What follows belongs to an exercise in optimizing a design on an open flow for small area, a short achievable clock period and few clock cycles; a production flow would make more cautious choices. Where RTL was checked, it was by simulation tests only, not by an equivalence proof against the original. No functional check of the RTL was part of run 1.

## flow/design.v (module list and top-level ports; edited modules follow where they fit)
// module mult: 2191 lines
// module mult_fa: 4 lines
// module mult_fa1: 4 lines
// module mult_ha: 4 lines
module mult #(parameter XLEN = 32, parameter NUM_STAGE = 4)
(
    input clock, reset,
    input start,
    input [1:0] sign,
    input [XLEN-1:0] mcand, mplier,
    output [(2*XLEN)-1:0] product,
    output logic done
);
  // ...
==> flow/flow/run.sh <==
#!/bin/bash
set -euo pipefail
bash standard.sh SETUP_SLACK_MARGIN=6.75 "BUFFER_PORTS_ARGS=-buffer_cell sky130_fd_sc_hd__buf_1" finish > flow_make.log 2>&1
==> flow/standard.sh <==
#!/bin/bash
# synth_recipe.tcl (not shown) runs the flow's synth.tcl, then flattens the netlist and writes it again
# the make line also repeats each setting of config.mk as NAME=value (left out here)
make -C /OpenROAD-flow-scripts/flow DESIGN_CONFIG=/design/flow/config.mk WORK_HOME=/design/flow/orfs CLKGATE_MAP_FILE= SYNTH_SCRIPT=/design/flow/synth_recipe.tcl "${@:-finish}"
==> flow/config.mk <==
export PLATFORM = sky130hd
export DESIGN_NAME = mult
export DESIGN_NICKNAME = mult
export VERILOG_FILES = /design/flow/design.v
export SDC_FILE = /design/flow/constraint.sdc
export NUM_CORES = 4
export LEC_CHECK = 0
export ABC_AREA = 1
export CAP_MARGIN = 20
export CORE_MARGIN = 2
export CORE_UTILIZATION = 40
export CTS_CLUSTER_DIAMETER = 100
export CTS_CLUSTER_SIZE = 20
export PLACE_DENSITY = 0.6
export SLEW_MARGIN = 20
export SYNTH_HIERARCHICAL = 1
==> flow/constraint.sdc <==
create_clock -name core_clock -period 10.0 [get_ports {clock}]
set_input_delay 2.0000 -clock core_clock [delete_from_list [all_inputs] [get_ports {clock}]]
set_output_delay 2.0000 -clock core_clock [all_outputs]
set_load 0.01 [all_outputs]
==> flow_summary.toml, run 1 <==
[sta]
slew_headroom_pct = 52.9
period_share_pct = 33.6

[die]
coreArea_mm2 = 0.0758
dieHeight_um = 281

[critical_path]
path_class = "flip-flop to flip-flop"
crit_fanout = 3
worstSetupStartpointType = "flip-flop"

[layout]
synthToLayoutAreaGrowth_pct = 10.2
utilization_pct = 44.5
final_cell_mix = "xor2_1, o22ai_1, fa_1, dfxtp_1, inv_1"

[cts]
hold_buffers = 0
htree_levels = 1
cts_resized = 89
clockBufferDepth = 3
cts_sinks = 353
post_cts_buffers = 4

[grt]
grt.met3_usage_pct = 6.44

[synthesis]
ys_seq_area_share_pct = 23.1
synth_top_cell_by_area = "fa_1"

[placement]
hpwl_mm = 59.5
dpl_cell_area_mm2 = 0.0316

[route]
dr.pass1.iters = 5

[status]
status = "finished clean"
==> inputs of run 2 (changes only) <==
--- a/flow/design.v
+++ b/flow/design.v
@@ -1758,177 +1758,275 @@
   wire kG28 = kg0[57] | (kp0[57] & kg0[56]);
   wire kP28 = kp0[57] & kp0[56];
   wire kG29 = kg0[59] | (kp0[59] & kg0[58]);
   wire kP29 = kp0[59] & kp0[58];
   wire kG30 = kg0[61] | (kp0[61] & kg0[60]);
   wire kP30 = kp0[61] & kp0[60];
   wire kG31 = kg0[63] | (kp0[63] & kg0[62]);
   wire kP31 = kp0[63] & kp0[62];
-  wire kG32 = kG1 | (kP1 & kG0);
-  wire kG33 = kG3 | (kP3 & kG2);
-  wire kP33 = kP3 & kP2;
-  wire kG34 = kG5 | (kP5 & kG4);
-  wire kP34 = kP5 & kP4;
-  wire kG35 = kG7 | (kP7 & kG6);
-  wire kP35 = kP7 & kP6;
-  wire kG36 = kG9 | (kP9 & kG8);
-  wire kP36 = kP9 & kP8;
-  wire kG37 = kG11 | (kP11 & kG10);
-  wire kP37 = kP11 & kP10;
-  wire kG38 = kG13 | (kP13 & kG12);
-  wire kP38 = kP13 & kP12;
-  wire kG39 = kG15 | (kP15 & kG14);
-  wire kP39 = kP15 & kP14;
-  wire kG40 = kG17 | (kP17 & kG16);
-  wire kP40 = kP17 & kP16;
-  wire kG41 = kG19 | (kP19 & kG18);
-  wire kP41 = kP19 & kP18;
-  wire kG42 = kG21 | (kP21 & kG20);
-  wire kP42 = kP21 & kP20;
-  wire kG43 = kG23 | (kP23 & kG22);
-  wire kP43 = kP23 & kP22;
-  wire kG44 = kG25 | (kP25 & kG24);
-  wire kP44 = kP25 & kP24;
-  wire kG45 = kG27 | (kP27 & kG26);
-  wire kP45 = kP27 & kP26;
-  wire kG46 = kG29 | (kP29 & kG28);
-  wire kP46 = kP29 & kP28;
-  wire kG47 = kG31 | (kP31 & kG30);
-  wire kP47 = kP31 & kP30;
-  wire kG48 = kG2 | (kP2 & kG32);
-  wire kG49 = kG33 | (kP33 & kG32);
-  wire kG50 = kG6 | (kP6 & kG34);
-  wire kP50 = kP6 & kP34;
-  wire kG51 = kG35 | (kP35 & kG34);
-  wire kP51 = kP35 & kP34;
-  wire kG52 = kG10 | (kP10 & kG36);
-  wire kP52 = kP10 & kP36;
-  wire kG53 = kG37 | (kP37 & kG36);
-  wire kP53 = kP37 & kP36;
-  wire kG54 = kG14 | (kP14 & kG38);
-  wire kP54 = kP14 & kP38;
-  wire kG55 = kG39 | (kP39 & kG38);
-  wire kP55 = kP39 & kP38;
-  wire kG56 = kG18 | (kP18 & kG40);
-  wire kP56 = kP18 & kP40;
-  wire kG57 = kG41 | (kP41 & kG40);
-  wire kP57 = kP41 & kP40;
-  wire kG58 = kG22 | (kP22 & kG42);
-  wire kP58 = kP22 & kP42;
-  wire kG59 = kG43 | (kP43 & kG42);
-  wire kP59 = kP43 & kP42;
-  wire kG60 = kG26 | (kP26 & kG44);
-  wire kP60 = kP26 & kP44;
-  wire kG61 = kG45 | (kP45 & kG44);
-  wire kP61 = kP45 & kP44;
-  wire kG62 = kG30 | (kP30 & kG46);
-  wire kP62 = kP30 & kP46;
-  wire kG63 = kG47 | (kP47 & kG46);
-  wire kP63 = kP47 & kP46;
-  wire kG64 = kG4 | (kP4 & kG49);
-  wire kG65 = kG34 | (kP34 & kG49);
-  wire kG66 = kG50 | (kP50 & kG49);
-  wire kG67 = kG51 | (kP51 & kG49);
-  wire kG68 = kG12 | (kP12 & kG53);
-  wire kP68 = kP12 & kP53;
-  wire kG69 = kG38 | (kP38 & kG53);
-  wire kP69 = kP38 & kP53;
-  wire kG70 = kG54 | (kP54 & kG53);
-  wire kP70 = kP54 & kP53;
-  wire kG71 = kG55 | (kP55 & kG53);
-  wire kP71 = kP55 & kP53;
-  wire kG72 = kG20 | (kP20 & kG57);
-  wire kP72 = kP20 & kP57;
-  wire kG73 = kG42 | (kP42 & kG57);
-  wire kP73 = kP42 & kP57;
-  wire kG74 = kG58 | (kP58 & kG57);
-  wire kP74 = kP58 & kP57;
-  wire kG75 = kG59 | (kP59 & kG57);
-  wire kP75 = kP59 & kP57;
-  wire kG76 = kG28 | (kP28 & kG61);
-  wire kP76 = kP28 & kP61;
-  wire kG77 = kG46 | (kP46 & kG61);
-  wire kP77 = kP46 & kP61;
-  wire kG78 = kG62 | (kP62 & kG61);
-  wire kP78 = kP62 & kP61;
-  wire kG79 = kG63 | (kP63 & kG61);
-  wire kP79 = kP63 & kP61;
-  wire kG80 = kG8 | (kP8 & kG67);
-  wire kG81 = kG36 | (kP36 & kG67);
-  wire kG82 = kG52 | (kP52 & kG67);
-  wire kG83 = kG53 | (kP53 & kG67);
-  wire kG84 = kG68 | (kP68 & kG67);
-  wire kG85 = kG69 | (kP69 & kG67);
-  wire kG86 = kG70 | (kP70 & kG67);
-  wire kG87 = kG71 | (kP71 & kG67);
-  wire kG88 = kG24 | (kP24 & kG75);
-  wire kP88 = kP24 & kP75;
-  wire kG89 = kG44 | (kP44 & kG75);
-  wire kP89 = kP44 & kP75;
-  wire kG90 = kG60 | (kP60 & kG75);
-  wire kP90 = kP60 & kP75;
-  wire kG91 = kG61 | (kP61 & kG75);
-  wire kP91 = kP61 & kP75;
-  wire kG92 = kG76 | (kP76 & kG75);
-  wire kP92 = kP76 & kP75;
-  wire kG93 = kG77 | (kP77 & kG75);
-  wire kP93 = kP77 & kP75;
-  wire kG94 = kG78 | (kP78 & kG75);
-  wire kP94 = kP78 & kP75;
-  wire kG95 = kG79 | (kP79 & kG75);
-  wire kP95 = kP79 & kP75;
-  wire kG96 = kG16 | (kP16 & kG87);
-  wire kG97 = kG40 | (kP40 & kG87);
-  wire kG98 = kG56 | (kP56 & kG87);
-  wire kG99 = kG57 | (kP57 & kG87);
-  wire kG100 = kG72 | (kP72 & kG87);
-  wire kG101 = kG73 | (kP73 & kG87);
-  wire kG102 = kG74 | (kP74 & kG87);
-  wire kG103 = kG75 | (kP75 & kG87);
-  wire kG104 = kG88 | (kP88 & kG87);
-  wire kG105 = kG89 | (kP89 & kG87);
-  wire kG106 = kG90 | (kP90 & kG87);
-  wire kG107 = kG91 | (kP91 & kG87);
-  wire kG108 = kG92 | (kP92 & kG87);
-  wire kG109 = kG93 | (kP93 & kG87);
-  wire kG110 = kG94 | (kP94 & kG87);
-  wire kG111 = kG95 | (kP95 & kG87);
-  wire kG112 = kg0[2] | (kp0[2] & kG0);
-  wire kG113 = kg0[4] | (kp0[4] & kG32);
-  wire kG114 = kg0[6] | (kp0[6] & kG48);
-  wire kG115 = kg0[8] | (kp0[8] & kG49);
-  wire kG116 = kg0[10] | (kp0[10] & kG64);
-  wire kG117 = kg0[12] | (kp0[12] & kG65);
-  wire kG118 = kg0[14] | (kp0[14] & kG66);
-  wire kG119 = kg0[16] | (kp0[16] & kG67);
-  wire kG120 = kg0[18] | (kp0[18] & kG80);
-  wire kG121 = kg0[20] | (kp0[20] & kG81);
-  wire kG122 = kg0[22] | (kp0[22] & kG82);
-  wire kG123 = kg0[24] | (kp0[24] & kG83);
-  wire kG124 = kg0[26] | (kp0[26] & kG84);
-  wire kG125 = kg0[28] | (kp0[28] & kG85);
-  wire kG126 = kg0[30] | (kp0[30] & kG86);
-  wire kG127 = kg0[32] | (kp0[32] & kG87);
-  wire kG128 = kg0[34] | (kp0[34] & kG96);
-  wire kG129 = kg0[36] | (kp0[36] & kG97);
-  wire kG130 = kg0[38] | (kp0[38] & kG98);
-  wire kG131 = kg0[40] | (kp0[40] & kG99);
-  wire kG132 = kg0[42] | (kp0[42] & kG100);
-  wire kG133 = kg0[44] | (kp0[44] & kG101);
-  wire kG134 = kg0[46] | (kp0[46] & kG102);
-  wire kG135 = kg0[48] | (kp0[48] & kG103);
-  wire kG136 = kg0[50] | (kp0[50] & kG104);
-  wire kG137 = kg0[52] | (kp0[52] & kG105);
-  wire kG138 = kg0[54] | (kp0[54] & kG106);
-  wire kG139 = kg0[56] | (kp0[56] & kG107);
-  wire kG140 = kg0[58] | (kp0[58] & kG108);
-  wire kG141 = kg0[60] | (kp0[60] & kG109);
-  wire kG142 = kg0[62] | (kp0[62] & kG110);
-  assign sum = {kp0[63] ^ kG142, kp0[62] ^ kG110, kp0[61] ^ kG141, kp0[60] ^ kG109, kp0[59] ^ kG140, kp0[58] ^ kG108, kp0[57] ^ kG139, kp0[56] ^ kG107, kp0[55] ^ kG138, kp0[54] ^ kG106, kp0[53] ^ kG137, kp0[52] ^ kG105, kp0[51] ^ kG136, kp0[50] ^ kG104, kp0[49] ^ kG135, kp0[48] ^ kG103, kp0[47] ^ kG134, kp0[46] ^ kG102, kp0[45] ^ kG133, kp0[44] ^ kG101, kp0[43] ^ kG132, kp0[42] ^ kG100, kp0[41] ^ kG131, kp0[40] ^ kG99, kp0[39] ^ kG130, kp0[38] ^ kG98, kp0[37] ^ kG129, kp0[36] ^ kG97, kp0[35] ^ kG128, kp0[34] ^ kG96, kp0[33] ^ kG127, kp0[32] ^ kG87, kp0[31] ^ kG126, kp0[30] ^ kG86, kp0[29] ^ kG125, kp0[28] ^ kG85, kp0[27] ^ kG124, kp0[26] ^ kG84, kp0[25] ^ kG123, kp0[24] ^ kG83, kp0[23] ^ kG122, kp0[22] ^ kG82, kp0[21] ^ kG121, kp0[20] ^ kG81, kp0[19] ^ kG120, kp0[18] ^ kG80, kp0[17] ^ kG119, kp0[16] ^ kG67, kp0[15] ^ kG118, kp0[14] ^ kG66, kp0[13] ^ kG117, kp0[12] ^ kG65, kp0[11] ^ kG116, kp0[10] ^ kG64, kp0[9] ^ kG115, kp0[8] ^ kG49, kp0[7] ^ kG114, kp0[6] ^ kG48, kp0[5] ^ kG113, kp0[4] ^ kG32, kp0[3] ^ kG112, kp0[2] ^ kG0, kp0[1] ^ kg0[0], kp0[0]};
+  wire kG32 = kg0[2] | (kp0[2] & kG0);
+  wire kG33 = kG1 | (kP1 & kG0);
+  wire kG34 = kg0[6] | (kp0[6] & kG2);
+  wire kP34 = kp0[6] & kP2;
+  wire kG35 = kG3 | (kP3 & kG2);
+  wire kP35 = kP3 & kP2;
+  wire kG36 = kg0[10] | (kp0[10] & kG4);
+  wire kP36 = kp0[10] & kP4;
+  wire kG37 = kG5 | (kP5 & kG4);
+  wire kP37 = kP5 & kP4;
+  wire kG38 = kg0[14] | (kp0[14] & kG6);
+  wire kP38 = kp0[14] & kP6;
+  wire kG39 = kG7 | (kP7 & kG6);
+  wire kP39 = kP7 & kP6;
+  wire kG40 = kg0[18] | (kp0[18] & kG8);
+  wire kP40 = kp0[18] & kP8;
+  wire kG41 = kG9 | (kP9 & kG8);
+  wire kP41 = kP9 & kP8;
+  wire kG42 = kg0[22] | (kp0[22] & kG10);
+  wire kP42 = kp0[22] & kP10;
+  wire kG43 = kG11 | (kP11 & kG10);
+  wire kP43 = kP11 & kP10;
+  wire kG44 = kg0[26] | (kp0[26] & kG12);
+  wire kP44 = kp0[26] & kP12;
+  wire kG45 = kG13 | (kP13 & kG12);
+  wire kP45 = kP13 & kP12;
+  wire kG46 = kg0[30] | (kp0[30] & kG14);
+  wire kP46 = kp0[30] & kP14;
+  wire kG47 = kG15 | (kP15 & kG14);
+  wire kP47 = kP15 & kP14;
+  wire kG48 = kg0[34] | (kp0[34] & kG16);
+  wire kP48 = kp0[34] & kP16;
+  wire kG49 = kG17 | (kP17 & kG16);
+  wire kP49 = kP17 & kP16;
+  wire kG50 = kg0[38] | (kp0[38] & kG18);
+  wire kP50 = kp0[38] & kP18;
+  wire kG51 = kG19 | (kP19 & kG18);
+  wire kP51 = kP19 & kP18;
+  wire kG52 = kg0[42] | (kp0[42] & kG20);
+  wire kP52 = kp0[42] & kP20;
+  wire kG53 = kG21 | (kP21 & kG20);
+  wire kP53 = kP21 & kP20;
+  wire kG54 = kg0[46] | (kp0[46] & kG22);
+  wire kP54 = kp0[46] & kP22;
+  wire kG55 = kG23 | (kP23 & kG22);
+  wire kP55 = kP23 & kP22;
+  wire kG56 = kg0[50] | (kp0[50] & kG24);
+  wire kP56 = kp0[50] & kP24;
+  wire kG57 = kG25 | (kP25 & kG24);
+  wire kP57 = kP25 & kP24;
+  wire kG58 = kg0[54] | (kp0[54] & kG26);
+  wire kP58 = kp0[54] & kP26;
+  wire kG59 = kG27 | (kP27 & kG26);
+  wire kP59 = kP27 & kP26;
+  wire kG60 = kg0[58] | (kp0[58] & kG28);
+  wire kP60 = kp0[58] & kP28;
+  wire kG61 = kG29 | (kP29 & kG28);
+  wire kP61 = kP29 & kP28;
+  wire kG62 = kg0[62] | (kp0[62] & kG30);
+  wire kP62 = kp0[62] & kP30;
+  wire kG63 = kG31 | (kP31 & kG30);
+  wire kP63 = kP31 & kP30;
+  wire kG64 = kg0[4] | (kp0[4] & kG33);
+  wire kG65 = kG2 | (kP2 & kG33);
+  wire kG66 = kG34 | (kP34 & kG33);
+  wire kG67 = kG35 | (kP35 & kG33);
+  wire kG68 = kg0[12] | (kp0[12] & kG37);
+  wire kP68 = kp0[12] & kP37;
+  wire kG69 = kG6 | (kP6 & kG37);
+  wire kP69 = kP6 & kP37;
+  wire kG70 = kG38 | (kP38 & kG37);
+  wire kP70 = kP38 & kP37;
+  wire kG71 = kG39 | (kP39 & kG37);
+  wire kP71 = kP39 & kP37;
+  wire kG72 = kg0[20] | (kp0[20] & kG41);
+  wire kP72 = kp0[20] & kP41;
+  wire kG73 = kG10 | (kP10 & kG41);
+  wire kP73 = kP10 & kP41;
+  wire kG74 = kG42 | (kP42 & kG41);
+  wire kP74 = kP42 & kP41;
+  wire kG75 = kG43 | (kP43 & kG41);
+  wire kP75 = kP43 & kP41;
+  wire kG76 = kg0[28] | (kp0[28] & kG45);
+  wire kP76 = kp0[28] & kP45;
+  wire kG77 = kG14 | (kP14 & kG45);
+  wire kP77 = kP14 & kP45;
+  wire kG78 = kG46 | (kP46 & kG45);
+  wire kP78 = kP46 & kP45;
+  wire kG79 = kG47 | (kP47 & kG45);
+  wire kP79 = kP47 & kP45;
+  wire kG80 = kg0[36] | (kp0[36] & kG49);
+  wire kP80 = kp0[36] & kP49;
+  wire kG81 = kG18 | (kP18 & kG49);
+  wire kP81 = kP18 & kP49;
+  wire kG82 = kG50 | (kP50 & kG49);
+  wire kP82 = kP50 & kP49;
+  wire kG83 = kG51 | (kP51 & kG49);
+  wire kP83 = kP51 & kP49;
+  wire kG84 = kg0[44] | (kp0[44] & kG53);
+  wire kP84 = kp0[44] & kP53;
+  wire kG85 = kG22 | (kP22 & kG53);
+  wire kP85 = kP22 & kP53;
+  wire kG86 = kG54 | (kP54 & kG53);
+  wire kP86 = kP54 & kP53;
+  wire kG87 = kG55 | (kP55 & kG53);
+  wire kP87 = kP55 & kP53;
+  wire kG88 = kg0[52] | (kp0[52] & kG57);
+  wire kP88 = kp0[52] & kP57;
+  wire kG89 = kG26 | (kP26 & kG57);
+  wire kP89 = kP26 & kP57;
+  wire kG90 = kG58 | (kP58 & kG57);
+  wire kP90 = kP58 & kP57;
+  wire kG91 = kG59 | (kP59 & kG57);
+  wire kP91 = kP59 & kP57;
+  wire kG92 = kg0[60] | (kp0[60] & kG61);
+  wire kP92 = kp0[60] & kP61;
+  wire kG93 = kG30 | (kP30 & kG61);
+  wire kP93 = kP30 & kP61;
+  wire kG94 = kG62 | (kP62 & kG61);
+  wire kP94 = kP62 & kP61;
+  wire kG95 = kG63 | (kP63 & kG61);
+  wire kP95 = kP63 & kP61;
+  wire kG96 = kg0[8] | (kp0[8] & kG67);
+  wire kG97 = kG4 | (kP4 & kG67);
+  wire kG98 = kG36 | (kP36 & kG67);
+  wire kG99 = kG37 | (kP37 & kG67);
+  wire kG100 = kG68 | (kP68 & kG67);
+  wire kG101 = kG69 | (kP69 & kG67);
+  wire kG102 = kG70 | (kP70 & kG67);
+  wire kG103 = kG71 | (kP71 & kG67);
+  wire kG104 = kg0[24] | (kp0[24] & kG75);
+  wire kP104 = kp0[24] & kP75;
+  wire kG105 = kG12 | (kP12 & kG75);
+  wire kP105 = kP12 & kP75;
+  wire kG106 = kG44 | (kP44 & kG75);
+  wire kP106 = kP44 & kP75;
+  wire kG107 = kG45 | (kP45 & kG75);
+  wire kP107 = kP45 & kP75;
+  wire kG108 = kG76 | (kP76 & kG75);
+  wire kP108 = kP76 & kP75;
+  wire kG109 = kG77 | (kP77 & kG75);
+  wire kP109 = kP77 & kP75;
+  wire kG110 = kG78 | (kP78 & kG75);
+  wire kP110 = kP78 & kP75;
+  wire kG111 = kG79 | (kP79 & kG75);
+  wire kP111 = kP79 & kP75;
+  wire kG112 = kg0[40] | (kp0[40] & kG83);
+  wire kP112 = kp0[40] & kP83;
+  wire kG113 = kG20 | (kP20 & kG83);
+  wire kP113 = kP20 & kP83;
+  wire kG114 = kG52 | (kP52 & kG83);
+  wire kP114 = kP52 & kP83;
+  wire kG115 = kG53 | (kP53 & kG83);
+  wire kP115 = kP53 & kP83;
+  wire kG116 = kG84 | (kP84 & kG83);
+  wire kP116 = kP84 & kP83;
+  wire kG117 = kG85 | (kP85 & kG83);
+  wire kP117 = kP85 & kP83;
+  wire kG118 = kG86 | (kP86 & kG83);
+  wire kP118 = kP86 & kP83;
+  wire kG119 = kG87 | (kP87 & kG83);
+  wire kP119 = kP87 & kP83;
+  wire kG120 = kg0[56] | (kp0[56] & kG91);
+  wire kP120 = kp0[56] & kP91;
+  wire kG121 = kG28 | (kP28 & kG91);
+  wire kP121 = kP28 & kP91;
+  wire kG122 = kG60 | (kP60 & kG91);
+  wire kP122 = kP60 & kP91;
+  wire kG123 = kG61 | (kP61 & kG91);
+  wire kP123 = kP61 & kP91;
+  wire kG124 = kG92 | (kP92 & kG91);
+  wire kP124 = kP92 & kP91;
+  wire kG125 = kG93 | (kP93 & kG91);
+  wire kP125 = kP93 & kP91;
+  wire kG126 = kG94 | (kP94 & kG91);
+  wire kP126 = kP94 & kP91;
+  wire kG127 = kG95 | (kP95 & kG91);
+  wire kP127 = kP95 & kP91;
+  wire kG128 = kg0[16] | (kp0[16] & kG103);
+  wire kG129 = kG8 | (kP8 & kG103);
+  wire kG130 = kG40 | (kP40 & kG103);
+  wire kG131 = kG41 | (kP41 & kG103);
+  wire kG132 = kG72 | (kP72 & kG103);
+  wire kG133 = kG73 | (kP73 & kG103);
+  wire kG134 = kG74 | (kP74 & kG103);
+  wire kG135 = kG75 | (kP75 & kG103);
+  wire kG136 = kG104 | (kP104 & kG103);
+  wire kG137 = kG105 | (kP105 & kG103);
+  wire kG138 = kG106 | (kP106 & kG103);
+  wire kG139 = kG107 | (kP107 & kG103);
+  wire kG140 = kG108 | (kP108 & kG103);
+  wire kG141 = kG109 | (kP109 & kG103);
+  wire kG142 = kG110 | (kP110 & kG103);
+  wire kG143 = kG111 | (kP111 & kG103);
+  wire kG144 = kg0[48] | (kp0[48] & kG119);
+  wire kP144 = kp0[48] & kP119;
+  wire kG145 = kG24 | (kP24 & kG119);
+  wire kP145 = kP24 & kP119;
+  wire kG146 = kG56 | (kP56 & kG119);
+  wire kP146 = kP56 & kP119;
+  wire kG147 = kG57 | (kP57 & kG119);
+  wire kP147 = kP57 & kP119;
+  wire kG148 = kG88 | (kP88 & kG119);
+  wire kP148 = kP88 & kP119;
+  wire kG149 = kG89 | (kP89 & kG119);
+  wire kP149 = kP89 & kP119;
+  wire kG150 = kG90 | (kP90 & kG119);
+  wire kP150 = kP90 & kP119;
+  wire kG151 = kG91 | (kP91 & kG119);
+  wire kP151 = kP91 & kP119;
+  wire kG152 = kG120 | (kP120 & kG119);
+  wire kP152 = kP120 & kP119;
+  wire kG153 = kG121 | (kP121 & kG119);
+  wire kP153 = kP121 & kP119;
+  wire kG154 = kG122 | (kP122 & kG119);
+  wire kP154 = kP122 & kP119;
+  wire kG155 = kG123 | (kP123 & kG119);
+  wire kP155 = kP123 & kP119;
+  wire kG156 = kG124 | (kP124 & kG119);
+  wire kP156 = kP124 & kP119;
+  wire kG157 = kG125 | (kP125 & kG119);
+  wire kP157 = kP125 & kP119;
+  wire kG158 = kG126 | (kP126 & kG119);
+  wire kP158 = kP126 & kP119;
+  wire kG159 = kG127 | (kP127 & kG119);
+  wire kP159 = kP127 & kP119;
+  wire kG160 = kg0[32] | (kp0[32] & kG143);
+  wire kG161 = kG16 | (kP16 & kG143);
+  wire kG162 = kG48 | (kP48 & kG143);
+  wire kG163 = kG49 | (kP49 & kG143);
+  wire kG164 = kG80 | (kP80 & kG143);
+  wire kG165 = kG81 | (kP81 & kG143);
+  wire kG166 = kG82 | (kP82 & kG143);
+  wire kG167 = kG83 | (kP83 & kG143);
+  wire kG168 = kG112 | (kP112 & kG143);
+  wire kG169 = kG113 | (kP113 & kG143);
+  wire kG170 = kG114 | (kP114 & kG143);
+  wire kG171 = kG115 | (kP115 & kG143);
+  wire kG172 = kG116 | (kP116 & kG143);
+  wire kG173 = kG117 | (kP117 & kG143);
+  wire kG174 = kG118 | (kP118 & kG143);
+  wire kG175 = kG119 | (kP119 & kG143);
+  wire kG176 = kG144 | (kP144 & kG143);
+  wire kG177 = kG145 | (kP145 & kG143);
+  wire kG178 = kG146 | (kP146 & kG143);
+  wire kG179 = kG147 | (kP147 & kG143);
+  wire kG180 = kG148 | (kP148 & kG143);
+  wire kG181 = kG149 | (kP149 & kG143);
+  wire kG182 = kG150 | (kP150 & kG143);
+  wire kG183 = kG151 | (kP151 & kG143);
+  wire kG184 = kG152 | (kP152 & kG143);
+  wire kG185 = kG153 | (kP153 & kG143);
+  wire kG186 = kG154 | (kP154 & kG143);
+  wire kG187 = kG155 | (kP155 & kG143);
+  wire kG188 = kG156 | (kP156 & kG143);
+  wire kG189 = kG157 | (kP157 & kG143);
+  wire kG190 = kG158 | (kP158 & kG143);
+  wire kG191 = kG159 | (kP159 & kG143);
+  assign sum = {kp0[63] ^ kG190, kp0[62] ^ kG189, kp0[61] ^ kG188, kp0[60] ^ kG187, kp0[59] ^ kG186, kp0[58] ^ kG185, kp0[57] ^ kG184, kp0[56] ^ kG183, kp0[55] ^ kG182, kp0[54] ^ kG181, kp0[53] ^ kG180, kp0[52] ^ kG179, kp0[51] ^ kG178, kp0[50] ^ kG177, kp0[49] ^ kG176, kp0[48] ^ kG175, kp0[47] ^ kG174, kp0[46] ^ kG173, kp0[45] ^ kG172, kp0[44] ^ kG171, kp0[43] ^ kG170, kp0[42] ^ kG169, kp0[41] ^ kG168, kp0[40] ^ kG167, kp0[39] ^ kG166, kp0[38] ^ kG165, kp0[37] ^ kG164, kp0[36] ^ kG163, kp0[35] ^ kG162, kp0[34] ^ kG161, kp0[33] ^ kG160, kp0[32] ^ kG143, kp0[31] ^ kG142, kp0[30] ^ kG141, kp0[29] ^ kG140, kp0[28] ^ kG139, kp0[27] ^ kG138, kp0[26] ^ kG137, kp0[25] ^ kG136, kp0[24] ^ kG135, kp0[23] ^ kG134, kp0[22] ^ kG133, kp0[21] ^ kG132, kp0[20] ^ kG131, kp0[19] ^ kG130, kp0[18] ^ kG129, kp0[17] ^ kG128, kp0[16] ^ kG103, kp0[15] ^ kG102, kp0[14] ^ kG101, kp0[13] ^ kG100, kp0[12] ^ kG99, kp0[11] ^ kG98, kp0[10] ^ kG97, kp0[9] ^ kG96, kp0[8] ^ kG67, kp0[7] ^ kG66, kp0[6] ^ kG65, kp0[5] ^ kG64, kp0[4] ^ kG33, kp0[3] ^ kG32, kp0[2] ^ kG0, kp0[1] ^ kg0[0], kp0[0]};
     always_ff @(posedge clock) begin
         nar <= ~a;
         none[0] <= ~one0_d;
         ntwo[0] <= ~two0_d;
         neg[0] <= neg0_d;
         none[1] <= ~one1_d;
         ntwo[1] <= ~two1_d;
         neg[1] <= neg1_d;
==> flow_summary.toml, run 2 <==
[status]
status = "finished clean"

[critical_path]
path_class = "flip-flop to flip-flop"
worstPathArrival_ns = 3.71
r2r-end = "t4[107]"
r2r_slack_ns = 6.72
cp.required_ns = 10.42
worstSetupStartpointType = "flip-flop"
endpoint_kind = "flip-flop"
crit_fanout = 33
rr_worst_depth = 7
rr_startpoint = "nar[30]"

[sta]
max_freq_mhz = 305
tightest_slew_ns = 0.706
report.final.slew_viol_count = 0
setup_viol = 0
setup-tns-final_ns = 0
hold_violations = 0
slew_headroom_pct = 52.9
finClkSkew_ns = 0.0483
period_share_pct = 32.8
rsz0062_at_grt = "yes"
min_period_ns = 3.28

[cts]
cts_tree = "yes"
numCtsBuffers = 25
root_buffer = "clkbuf_16"
clock_latency_ns = 0.60
cts_sinks = 353
htree_levels = 1
clockBufferDepth = 3
clkTransAtPathRegs_ns = 0.08
hold_buffers = 0

[synthesis]
ys_warn_count = 7
yosys.area.top_type_share_pct = 30.3
syn_nets = 3873
synth_most_common_cell = "xor2_1"
synth_top_cell_by_area = "fa_1"
synthesis.area_mm2 = 0.0314
synthFlopType = "dfxtp_1"
ys_ff_latch = 353
syn_inst = 3216
synth_cell_types = 35
syn_area_per_cell_um2 = 9.75
synthTopCellsByArea = "fa_1, dfxtp_1, xor2_1"
ys_seq_area_share_pct = 22.5
async_flop_share_pct = 0
ys_top_cells_by_count = "xor2_1, o22ai_1, fa_1"
synth_edf_count = 0

[route]
drc = 0
wire_per_inst_um = 23.2
vias = 23800
ant_nets = 0
routed_via_density = 5.69
drtIter0Drc = 2500
routed_wirelength_mm = 96.8
dr.pass1.iters = 6

[grt]
grt_pass1_wl_mm = 145
grt_max_degree = 36
antenna_found_initial = 2
grt_pass1_vias = 24500
grt_overflow = 0
grtUsageTotal_pct = 23.0

[layout]
synthToLayoutAreaGrowth_pct = 9.07
drive_gt1_share_pct = 7.50
regMostFlops = "t4"
fillers = 7422
final_common_cell = "xor2_1"
seqCellArea_mm2 = 0.00719
largest_register_ffs = 203
final_cell_mix = "xor2_1, o22ai_1, fa_1, dfxtp_1, nand2_1"
reg_top3 = "t4: 203 flops, p: 64 flops, nar: 33 flops"
utilization_pct = 44.1
multi_input_area_mm2 = 0.0224
diodes = 0
final_nets = 3783

[die]
die_w_um = 284
coreArea_mm2 = 0.0775
start_util_pct = 40.5
fp-row-count = 102
dieHeight_um = 284
die-area_mm2 = 0.0806
ios = 134

[hold_path]
min_path_type = "flip-flop to flip-flop"
worstHoldPathCells = 2
whs_endpoint = "vld[1]"
holdCritStartpoint = "vld[0]"

[placement]
port_buffers = 133
hpwl_mm = 59.7
globalplace.congestion = 0.864

[run]
drv_cap = 0
## run 2: routing by layer
metal  wire [um]  GRT usage [%]  vias up
met5          23              0        -
met4        4250           7.96        4
met3       10200           5.72      307
met2       43000           36.9     1368
met1       39300           30.3    11800
li1            -              -    10300
## run 2: what timing repair did
action,4_1_cts,5_1_grt
setup buffers,3,19
pin swaps,2,4
gates cloned,1,0
endpoints found under the hold margin,0,0
resized for setup,58,91
endpoints found under the setup margin,111,76
## run 2: how the worst max path moves through the flow
stage,from,endpoint,depth (start not counted)
2_1_floorplan,none[6],t4[123],8
3_3_place_gp,t4[24],p[32],13
3_5_place_dp,t4[40],p[33],13
4_1_cts,neg[6],t4[161],6
5_1_grt,t4[92],p[33],13
6_report,nar[30],t4[107],7
## run 2: cell type report
cell class / instances / area share, %
clock buffers: 25 / 1.83
clock inverters: 11 / 0.333
inverters: 216 / 2.37
multi-input cells: 2313 / 65.4
flip-flops and latches: 353 / 21.0
well taps: 1040 / 3.81
repair buffers: 217 / 5.20
## run 2: modules after synthesis, one instance, submodules excluded
| module | flops+latches | copies in the design |
|---|---|---|
| mult | 353 | 1 |
| mult_fa | 0 | 472 |
| mult_ha | 0 | 39 |
| mult_fa1 | 0 | 16 |
## run 2: metrics by stage
stage / cell area (um2) / std cells / setup slack [ns] / hold WS, ns
after floorplan: 31400 / 3216 / 6.89 / 0.329
after global routing: 34200 / 4175 / 6.71 / 0.442
after global placement: 32300 / 4116 / 6.21 / 0.388
after CTS: 33300 / 4156 / 6.75 / 0.413
final: 34200 / 4175 / 6.72 / 0.410
after detailed placement: 32300 / 4116 / 6.22 / 0.395
## run 2: kinds of logic (layout without fill, tap and decap cells)
logic type                 Yosys count  after routing  synth area share (%)
xor gates and xnor gates           613            613                  17.1
AOI/OAI and AO/OA                  612            612                  12.0
adders and majority gates          588            588                  34.8
buffers and inverters              551            469                  6.90
and+or+nand+nor                    499            500                  6.55
DFF                                353            353                  22.5
## run 2: critical path, cell delays in order (launching register included)
cell	delay, ns
dfxtp_1	0.33
buf_6	0.29
o22ai_1	0.14
xor2_1	0.17
fa_1	0.52
fa_1	0.54
fa_1	0.61
fa_1	0.50
Testbench counts of run 2, summed over its fixed seeds: cycles 7,056.
==> inputs of run 3 (changes only) <==
==> flow/flow/run.sh (replaced) <==
#!/bin/bash
set -euo pipefail
bash standard.sh SETUP_SLACK_MARGIN=6.85 "BUFFER_PORTS_ARGS=-buffer_cell sky130_fd_sc_hd__buf_1" finish > flow_make.log 2>&1
==> flow_summary.toml, run 3 <==
[layout]
fillers = 7287
final_nets = 3825
final_cell_mix = "xor2_1, o22ai_1, fa_1, dfxtp_1, nand2_1"
utilization_pct = 45.6
regMostFlops = "t4"
diodes = 0
reg_top3 = "t4: 203 flops, p: 64 flops, nar: 33 flops"
final_common_cell = "xor2_1"
design_area_mm2 = 0.0353
largest_register_ffs = 203
synthToLayoutAreaGrowth_pct = 12.7
drive_gt1_share_pct = 11.1

[cts]
numCtsBuffers = 25
cts_sinks = 353
cts_tree = "yes"
clkTransAtPathRegs_ns = 0.08
clockBufferDepth = 3
root_buffer = "clkbuf_16"
clock_latency_ns = 0.60
htree_levels = 1

[critical_path]
path_class = "flip-flop to flip-flop"
r2r-end = "p[32]"
cp.required_ns = 10.52
critPathBufInv = 2
worstPathArrival_ns = 3.70
crit_path_cell_trace = "fa_1 > fa_1 > ha_4 > nand2_1 > nand2_1 > nand2_1 > nand2_1 > nor2_2 > nand3_4 > nand2_8 > nand2_8 > inv_2 > fa_1 > inv_1"
r2r_slack_ns = 6.82
rr_startpoint = "t4[34]"
slowest_stage = "fa_1"
rr_worst_depth = 14
crit_family = "adder cells"
slowest_delay_ns = 0.58
crit_path_start = "t4[34]"
endpoint_kind = "flip-flop"
worstSetupStartpointType = "flip-flop"
crit_fanout = 4
path_common_cell = "nand2_1"

[grt]
grt_pass1_wl_mm = 149
grt_overflow = 0
grt_pass1_vias = 24800
antenna_found_initial = 1
grt_max_degree = 36
grtUsageTotal_pct = 23.9

[synthesis]
async_flop_share_pct = 0
ys_warn_count = 7
syn_area_per_cell_um2 = 9.75
ys_ff_latch = 353
synth_edf_count = 0
synth_cell_types = 35
ys_top_cells_by_count = "xor2_1, o22ai_1, fa_1"
synthTopCellsByArea = "fa_1, dfxtp_1, xor2_1"
yosys.area.top_type_share_pct = 30.3
synthFlopType = "dfxtp_1"
syn_inst = 3216
ys_seq_area_share_pct = 22.5
synth_top_cell_by_area = "fa_1"
syn_nets = 3873
synthesis.area_mm2 = 0.0314
synth_most_common_cell = "xor2_1"

[sta]
setup_viol = 0
setup-tns-final_ns = 0
period_share_pct = 31.8
rsz0062_at_grt = "yes"
timing.hold.ws_ns = 0.410
slew_headroom_pct = 61.2
report.final.slew_viol_count = 0
hold_violations = 0
max_freq_mhz = 315
tightest_slew_ns = 0.583
min_period_ns = 3.18
finClkSkew_ns = 0.0463

[hold_path]
holdCritStartpoint = "vld[0]"
whs_endpoint = "vld[1]"
min_path_type = "flip-flop to flip-flop"
worstHoldPathCells = 2

[route]
drtIter0Drc = 2520
routed_wirelength_mm = 100
dr.pass1.iters = 6
wire_per_inst_um = 23.7
vias = 24100
drc = 0
routed_via_density = 5.71
ant_nets = 0

[die]
dieHeight_um = 284
die_w_um = 284
coreArea_mm2 = 0.0775
fp-row-count = 102
die-area_mm2 = 0.0806
start_util_pct = 40.5
ios = 134

[run]
drv_cap = 0

[placement]
dpl_cell_area_mm2 = 0.0323
hpwl_mm = 59.7
port_buffers = 133
globalplace.congestion = 0.864

[status]
status = "finished clean"
-- run 3: worst max-delay path by stage --
stage                         end  slack, ns  cells past startpoint
after global placement      p[32]       6.21                     13
after global routing        p[32]       6.70                     14
after detailed placement    p[33]       6.22                     13
after CTS                   p[33]       6.84                     12
after floorplan           t4[123]       6.89                      8
final                       p[32]       6.82                     14
-- run 3: logic make-up after synthesis --
family,after synthesis,share of synthesized area (%)
simple gates,499,6.55
xor+xnor,613,17.1
fa+ha+maj,588,34.8
buf+inv,551,6.90
compound gates,612,12.0
flops,353,22.5
-- run 3: per-module statistics from Yosys, one instance, submodules excluded --
module,flops+latches,cells
mult_fa1,0,5
mult_fa,0,1
mult_ha,0,1
mult,353,2625
-- run 3: worst reg2reg max path, stage by stage (launching register included) --
cell and delay, ns:
dfxtp_2 0.33, fa_1 0.58, fa_1 0.47, ha_4 0.29
nand2_1 0.06, nand2_1 0.05, nand2_1 0.07, nand2_1 0.09
nor2_2 0.18, nand3_4 0.20, nand2_8 0.17, nand2_8 0.09
inv_2 0.08, fa_1 0.39, inv_1 0.05
-- run 3: cell type report --
type | count | area (um2) | area share (%)
tap | 1040 | 1300 | 3.68
clock buffer | 25 | 626 | 1.77
multi-input combinational | 2314 | 22700 | 64.1
timing repair buffer | 258 | 2610 | 7.40
sequential | 353 | 7210 | 20.4
inverter | 216 | 811 | 2.29
clock inverter | 11 | 114 | 0.322
-- run 3: per-stage QoR --
stage               instances  worst slack, ns
CTS                      4174             6.84
finish                   4217             6.82
detailed placement       4116             6.22
global route             4217             6.70
floorplan                3216             6.89
global placement         4116             6.21
-- run 3: repair_timing --
item / 4_1_cts / 5_1_grt
pin swaps: 2 / 28
endpoints found under the setup margin: 125 / 92
resized for setup: 117 / 181
hold buffers: 0 / 0
setup buffers: 21 / 32
cloned: 1 / 11
-- run 3: per-layer routing --
layer | vias up | global-route usage, % | part of all wire [%]
met5 | - | 0.714 | 0.089
met4 | 4 | 10.6 | 4.8
met3 | 348 | 6.18 | 10
met2 | 1461 | 37.4 | 45
met1 | 11900 | 31.0 | 40
li1 | 10400 | - | -
==> inputs of run 4 (changes only) <==
--- a/flow/config.mk
+++ b/flow/config.mk
@@ -9,8 +9,9 @@
 export CAP_MARGIN = 20
 export CORE_MARGIN = 2
 export CORE_UTILIZATION = 40
-export CTS_CLUSTER_DIAMETER = 100
-export CTS_CLUSTER_SIZE = 20
+export CTS_BUF_LIST = sky130_fd_sc_hd__clkbuf_8
+export CTS_CLUSTER_DIAMETER = 80
+export CTS_CLUSTER_SIZE = 14
 export PLACE_DENSITY = 0.6
 export SLEW_MARGIN = 20
 export SYNTH_HIERARCHICAL = 1
==> flow_summary.toml, run 4 <==
[route]
dr.pass1.iters = 6
ant_nets = 0
wire_per_inst_um = 23.9
vias = 24400
routed_via_density = 5.74
routed_wirelength_mm = 102
drtIter0Drc = 2708
drc = 0

[die]
dieHeight_um = 284
start_util_pct = 40.5
coreArea_mm2 = 0.0775
die-area_mm2 = 0.0806
die_w_um = 284
fp-row-count = 102
ios = 134

[synthesis]
syn_nets = 3873
synthTopCellsByArea = "fa_1, dfxtp_1, xor2_1"
syn_area_per_cell_um2 = 9.75
synthFlopType = "dfxtp_1"
ys_warn_count = 7
synth_cell_types = 35
ys_seq_area_share_pct = 22.5
synthesis.area_mm2 = 0.0314
ys_ff_latch = 353
syn_inst = 3216
synth_most_common_cell = "xor2_1"
async_flop_share_pct = 0
synth_top_cell_by_area = "fa_1"
synth_edf_count = 0
ys_top_cells_by_count = "xor2_1, o22ai_1, fa_1"
yosys.area.top_type_share_pct = 30.3

[run]
drv_cap = 0

[status]
status = "finished clean"

[cts]
clock_latency_ns = 0.66
clockBufferDepth = 3
hold_buffers = 0
numCtsBuffers = 38
clkTransAtPathRegs_ns = 0.09
root_buffer = "clkbuf_8"
htree_levels = 2
cts_sinks = 353
cts_tree = "yes"

[sta]
slew_headroom_pct = 61.0
timing.final.ws_setup_ns = 6.82
report.final.slew_viol_count = 0
min_period_ns = 3.18
tightest_slew_ns = 0.585
hold_violations = 0
period_share_pct = 31.8
setup-tns-final_ns = 0
setup_viol = 0
rsz0062_at_grt = "yes"
finClkSkew_ns = 0.0554
max_freq_mhz = 315

[placement]
port_buffers = 133
globalplace.congestion = 0.864
hpwl_mm = 59.7
placed_cells = 4116
pre_cts_ws_ns = 6.22

[layout]
fillers = 7255
final_common_cell = "xor2_1"
multi_input_area_mm2 = 0.0226
synthToLayoutAreaGrowth_pct = 13.7
seqCellArea_mm2 = 0.00723
regMostFlops = "t4"
largest_register_ffs = 203
final_cell_mix = "xor2_1, o22ai_1, fa_1, dfxtp_1, nand2_1"
layout.cells.non_filler = 4242
drive_gt1_share_pct = 13.5
reg_top3 = "t4: 203 flops, p: 64 flops, nar: 33 flops"
final_nets = 3842

[critical_path]
slowest_delay_ns = 0.59
cp.required_ns = 10.47
worstSetupStartpointType = "flip-flop"
slowest_stage = "dfxtp_4"
critPathBufInv = 0
rr_worst_depth = 6
worstPathArrival_ns = 3.65
path_depth = 6
path_common_cell = "fa_1"
endpoint_kind = "flip-flop"
crit_fanout = 18
crit_path_cell_trace = "o22ai_1 > xor2_1 > fa_1 > fa_1 > fa_1 > fa_1"
path_class = "flip-flop to flip-flop"
crit_family = "adder cells"

[grt]
antenna_found_initial = 1
grtUsageTotal_pct = 24.2
grt_overflow = 0
grt_max_degree = 36
grt_pass1_wl_mm = 150
grt_pass1_vias = 24900

[hold_path]
worstHoldPathCells = 2
min_path_type = "flip-flop to flip-flop"
## run 4: cell types whose count changed in the layout (fill, tap and decap cells not counted), moves of 8 or more
| cell | change |
|---|---|
| clkbuf_8 | +40 |
| nand2_2 | -9 |
| dfxtp_1 | -16 |
| clkbuf_2 | +8 |
| clkbuf_16 | -20 |
| buf_2 | +33 |
| nand2_1 | +10 |
| dfxtp_2 | +15 |
| buf_1 | -46 |
## run 4: tightest hold or removal path: cells and delay by family, from the launching register on
kind	cells	cell delay (ns)
flops	1	0.30
buf+inv	1	0.04
simple gates	1	0.03
## run 4: timing repair
action / CTS / global route
hold endpoints to repair: 0 / 0
resized for setup: 181 / 181
pin swaps: 3 / 27
setup buffers: 23 / 27
endpoints found under the setup margin: 165 / 95
gates cloned: 3 / 16
## run 4: cell families (layout without fill, tap and decap cells)
logic type	after synthesis	in the layout	synth area share (%)
compound gates	612	612	12.0
xor+xnor	613	613	17.1
fa+ha+maj	588	588	34.8
buf+inv	551	534	6.90
flops	353	353	22.5
other cells	0	1	0
simple gates	499	501	6.55
## run 4: area by class of cell
type,count,share of cell area [%]
antenna,1,0.00702
clock buffer,39,1.51
tap,1040,3.65
inverter,216,2.28
timing repair buffer,262,8.18
clock inverter,17,0.586
sequential,353,20.3
multi-input combinational,2314,63.5
## run 4: per-stage QoR
stage	cell area (um2)	hold slack (ns)	util, %
floorplan	31400	0.329	-
global placement	32300	0.388	41.7
detailed placement	32300	0.395	41.7
CTS	34200	0.405	44.2
global route	35600	0.428	46.0
finish	35600	0.404	46.0
## run 4: path summary, 6_finish.rpt
| path | to | start | slack (ns) |
|---|---|---|---|
| worst max-delay path | t4[111] | ntwo[8] | 6.82 |
| worst min-delay path | vld[1] | vld[0] | 0.40 |
| worst max register to register | t4[111] | ntwo[8] | 6.82 |
| worst min register to register | vld[1] | vld[0] | 0.40 |
## run 4: layer usage
layer	track usage [%]	share of wire [%]
met3	6.74	12
met1	30.9	39
met4	11.0	5.2
met5	0.833	0.078
met2	37.8	44
## run 4: Yosys stat by module, one instance, submodules excluded
module    times used  cells
mult               1   2625
mult_fa          472      1
mult_fa1          16      5
mult_ha           39      1

-- port drivers added, routing unchanged --
The results above use ideal ports. As a check the final layouts listed here were re-extracted and re-timed, cells and wires unchanged.
Step 1, drivers: a clkbuf_16 drives clock and a buf_2 each remaining input, both assumed.
Step 2 adds t to the input delays and takes it off the output delays; t is the mean of the earliest and latest rising clock arrival at the registers after step 1. Input paths then give back, and output paths get back, about the clock's delay inside the block.
Slacks: ideal ports / drivers / drivers and shift; pairs: ideal ports / drivers.
run | shift t [ns] | setup slack, ns | worst register clock-pin slew, ns | worst data-port slew with drivers (ns) | cell pins on the clock port's net
run 1 | 0.643 | 6.637 / 6.637 / 6.637 | 0.09 / 0.09 | 0.08 | 1
run 2 | 0.644 | 6.716 / 6.716 / 6.716 | 0.09 / 0.09 | 0.05 | 1
run 3 | 0.639 | 6.824 / 6.824 / 6.824 | 0.09 / 0.09 | 0.05 | 1
run 4 | 0.696 | 6.822 / 6.822 / 6.822 | 0.10 / 0.10 | 0.05 | 1
After both steps setup and hold are still met in every run listed.
